Background: an optimization exercise with open tools, aiming at small area, a short achievable clock period and few clock cycles. Do not read the settings as production practice. At most, simulation tests tie the RTL to the original design; equivalence was not proved.

Design code_converter_top, start of the top module:
module code_converter_top #(
  parameter WIDTH  = 32,
  parameter DIGITS = 10
)(
  input  wire                   clk,
  input  wire                   rst,
  input  wire                   start,
  input  wire [2:0]             opcode,
  input  wire [WIDTH-1:0]       bin_in,
  input  wire [WIDTH-1:0]       gray_in,
  input  wire [DIGITS*4-1:0]    bcd_in,
  input  wire [DIGITS*4-1:0]    ex3_in,
  output reg  [WIDTH-1:0]       bin_out,
  output reg  [WIDTH-1:0]       gray_out,
  output reg  [DIGITS*4-1:0]    bcd_out,
  output reg  [DIGITS*4-1:0]    ex3_out,
  output wire                   busy,
  output wire                   done
);
==> module code_converter_top, before the edit <==
module code_converter_top #(
  parameter WIDTH  = 32,
  parameter DIGITS = 10
)(
  input  wire                   clk,
  input  wire                   rst,
  input  wire                   start,
  input  wire [2:0]             opcode,
  input  wire [WIDTH-1:0]       bin_in,
  input  wire [WIDTH-1:0]       gray_in,
  input  wire [DIGITS*4-1:0]    bcd_in,
  input  wire [DIGITS*4-1:0]    ex3_in,
  output reg  [WIDTH-1:0]       bin_out,
  output reg  [WIDTH-1:0]       gray_out,
  output reg  [DIGITS*4-1:0]    bcd_out,
  output reg  [DIGITS*4-1:0]    ex3_out,
  output wire                   busy,
  output wire                   done
);
  function [3:0] add3(input [3:0] d);
    begin
      add3[3] = d[3] | (d[2] & (d[1] | d[0]));
      add3[2] = (d[2] & ~d[1] & ~d[0]) | (d[3] & d[0]);
      add3[1] = (d[1] & (~d[2] | d[0])) | (d[3] & ~d[0]);
      add3[0] = (~d[3] & ~d[2] & d[0]) | (d[2] & d[1] & ~d[0]) | (d[3] & ~d[0]);
    end
  endfunction
  function [39:0] dstep(input [39:0] x, input b);
    integer i;
    reg c;
    reg [3:0] f;
    begin
      c = b;
      for (i = 0; i < 10; i = i + 1) begin
        f = add3(x[4*i +: 4]);
        dstep[4*i +: 4] = {f[2:0], c};
        c = f[3];
      end
    end
  endfunction
  function [39:0] dd8(input [39:0] x, input [7:0] p);
    integer j;
    reg [39:0] t;
    begin
      t = x;
      for (j = 7; j >= 0; j = j - 1)
        t = dstep(t, p[j]);
      dd8 = t;
    end
  endfunction
  function [63:0] csa(input [31:0] x, input [31:0] y, input [31:0] z);
    begin
      csa = {((x & y) | (x & z) | (y & z)) << 1, x ^ y ^ z};
    end
  endfunction
  function [31:0] horner(input [23:0] a, input [10:0] p);
    reg [63:0] s1, s2;
    begin
      s1 = csa({a[21:0], 10'd2}, ~{4'd0, a, 4'd0}, ~{5'd0, a, 3'd0});
      s2 = csa(s1[31:0], s1[63:32], {21'd0, p});
      horner = s2[31:0] + s2[63:32];
    end
  endfunction
  reg       mid, last;
  reg       isb2d;   
  reg [1:0] idx;
  wire op_multi = (opcode[2:1] == 2'b01);
  assign done = last | (start & ~op_multi);
  assign busy = mid;
  wire [1:0]  z2, z3;
  wire [28:0] w0;
  wire [10:0] a0, v1, v2, v3;
  bin2bcd_first  u_f2 (.b(bin_in[31:8]), .z(z2), .o(w0));
  bcd2bin_groups u_f3 (.d(bcd_in), .z(z3), .a(a0), .v1(v1), .v2(v2), .v3(v3));
  wire [1:0] z = opcode[0] ? z3 : z2;
  wire [1:0] k = (mid ? idx : z) + 2'd1;
  always @(posedge clk or posedge rst) begin
    if (rst) begin
      mid   <= 1'b0;
      last  <= 1'b0;
      isb2d <= 1'b0;
      idx   <= 2'd0;
    end else if (mid) begin
      idx <= idx + 2'd1;
      if (idx == 2'd2) begin
        mid  <= 1'b0;
        last <= 1'b1;
      end
    end else if (last) begin
      last <= 1'b0;
    end else if (start & op_multi) begin
      isb2d <= ~opcode[0];
      idx   <= z + 2'd1;
      if (z == 2'd2) last <= 1'b1;
      else           mid  <= 1'b1;
    end
  end
  reg [28:0] W;    
  reg [7:0]  P;    
  reg [23:0] A;    
  reg [10:0] Q;    
  wire [39:0] dd_run = dd8({11'd0, W}, P);
  wire [31:0] acc    = horner(A, Q);
  always @(posedge clk) begin
    P <= (k == 2'd1) ? bin_in[23:16] : (k == 2'd2) ? bin_in[15:8] : bin_in[7:0];
    Q <= (k == 2'd1) ? v1 : (k == 2'd2) ? v2 : v3;
    if (mid) begin
      W <= dd_run[28:0];
      A <= acc[23:0];
    end else begin
      W <= w0;
      A <= {13'd0, a0};
    end
  end
  wire [WIDTH-1:0]    gray_c, bin_c;
  wire [DIGITS*4-1:0] ex3_c, bcd_c;
  bin2gray #(WIDTH) u_b2g (.bin(bin_in), .gray(gray_c));
  gray2bin #(WIDTH) u_g2b (.gray(gray_in), .bin(bin_c));
  nibble_add #(DIGITS, 3)  u_b2e (.x(bcd_in), .y(ex3_c));
  nibble_add #(DIGITS, 13) u_e2b (.x(ex3_in), .y(bcd_c));
  always @(posedge clk or posedge rst) begin
    if (rst) begin
      bin_out  <= {WIDTH{1'b0}};
      gray_out <= {WIDTH{1'b0}};
      bcd_out  <= {DIGITS*4{1'b0}};
      ex3_out  <= {DIGITS*4{1'b0}};
    end else begin
      if (start & (opcode == 3'd0)) gray_out <= gray_c;
      if (start & (opcode == 3'd1)) bin_out <= bin_c;
      else if (last & ~isb2d)      bin_out <= acc;
      if (start & (opcode == 3'd5)) bcd_out <= bcd_c;
      else if (last & isb2d)       bcd_out <= dd_run;
      if (start & (opcode == 3'd4)) ex3_out <= ex3_c;
    end
  end
endmodule
export LEC_CHECK = 0
export ABC_AREA = 1
export CAP_MARGIN = 20
export CORE_MARGIN = 2
export CORE_UTILIZATION = 40
export CTS_BUF_LIST = sky130_fd_sc_hd__clkbuf_8
export SETUP_SLACK_MARGIN = 2.8
export SLEW_MARGIN = 20
create_clock -name core_clock -period 6.5 [get_ports {clk}]
standard.sh (not shown) runs the stock make flow with config.mk's settings and CLKGATE_MAP_FILE= SYNTH_SCRIPT=/design/flow/synth_recipe.tcl, a recipe that flattens the netlist after the stock synthesis.
==> flow/flow/run.sh <==
#!/bin/bash
# The standard flow (standard.sh), except that the port buffers are plain
# buffers instead of the delay cells buffer_ports picks by default, and CTS
# adds no dummy loads.
set -euo pipefail
export BUFFER_PORTS_ARGS="-buffer_cell sky130_fd_sc_hd__buf_1"
export CTS_ARGS="-sink_clustering_enable -repair_clock_nets -dont_use_dummy_load -buf_list sky130_fd_sc_hd__clkbuf_8"
bash standard.sh > standard.log 2>&1
Testbench counts at the start, summed over its fixed seeds: cycles 5,632.
Rerun with:
--- a/flow/design.v
+++ b/flow/design.v
@@ -257,11 +257,10 @@
   wire [28:0] w0;
   wire [10:0] a0, v1, v2, v3;
   bin2bcd_first  u_f2 (.b(bin_in[31:8]), .z(z2), .o(w0));
   bcd2bin_groups u_f3 (.d(bcd_in), .z(z3), .a(a0), .v1(v1), .v2(v2), .v3(v3));
   wire [1:0] z = opcode[0] ? z3 : z2;
-  wire [1:0] k = (mid ? idx : z) + 2'd1;
   always @(posedge clk or posedge rst) begin
     if (rst) begin
       mid   <= 1'b0;
       last  <= 1'b0;
       isb2d <= 1'b0;
@@ -286,12 +285,17 @@
   reg [23:0] A;    
   reg [10:0] Q;    
   wire [39:0] dd_run = dd8({11'd0, W}, P);
   wire [31:0] acc    = horner(A, Q);
   always @(posedge clk) begin
-    P <= (k == 2'd1) ? bin_in[23:16] : (k == 2'd2) ? bin_in[15:8] : bin_in[7:0];
-    Q <= (k == 2'd1) ? v1 : (k == 2'd2) ? v2 : v3;
+    if (mid) begin
+      P <= idx[0] ? bin_in[15:8] : bin_in[7:0];
+      Q <= idx[0] ? v2 : v3;
+    end else begin
+      P <= (z2 == 2'd0) ? bin_in[23:16] : (z2 == 2'd1) ? bin_in[15:8] : bin_in[7:0];
+      Q <= (z3 == 2'd0) ? v1 : (z3 == 2'd1) ? v2 : v3;
+    end
     if (mid) begin
       W <= dd_run[28:0];
       A <= acc[23:0];
     end else begin
       W <= w0;
Cell count drops by 1.8%.
Clock skew increases by 0.018 ns.
Wire length drops by 2.1%.
Worst setup slack loses 0.087 ns.
Design area is about the same.
Global-route usage decreases by 0.18 points.
Count of clock-buffer cells in the layout rose by 2.
Hold slack got worse by 0.0074 ns.
Function not checked in the second run of this note: the RTL went through the layout flow alone.

-- what the ideal ports hide --
No port has a modelled driver above. Below, the same layouts with a new extraction and two added sets of constraints. Step 1 sets driving cells, clkbuf_16 on the clock port and buf_2 on the other inputs (assumed; they add their load-dependent delay and slew). Step 2 also shifts input and output timing later by t, the mid clock arrival at the registers, as if the neighbouring blocks saw the same clock. Slacks: ideal / step 1 / step 2; pairs: ideal / step 1.
| run | t (ns) | setup WS [ns] | worst setup path at the end | latest minus earliest clock arrival (ns) | cell pins on the clock port's net |
|---|---|---|---|---|---|
| the first run | 0.636 | 2.951 / 2.963 / 2.336 | input to register | 0.055 / 0.054 | 1 |
| the second run | 0.631 | 2.864 / 2.864 / 2.294 | input to register | 0.081 / 0.081 | 1 |
After both steps every run listed still meets setup and hold. For the first run, which loses most, drivers alone change the setup slack by +0.012 ns; drivers and shift together by -0.615 ns.
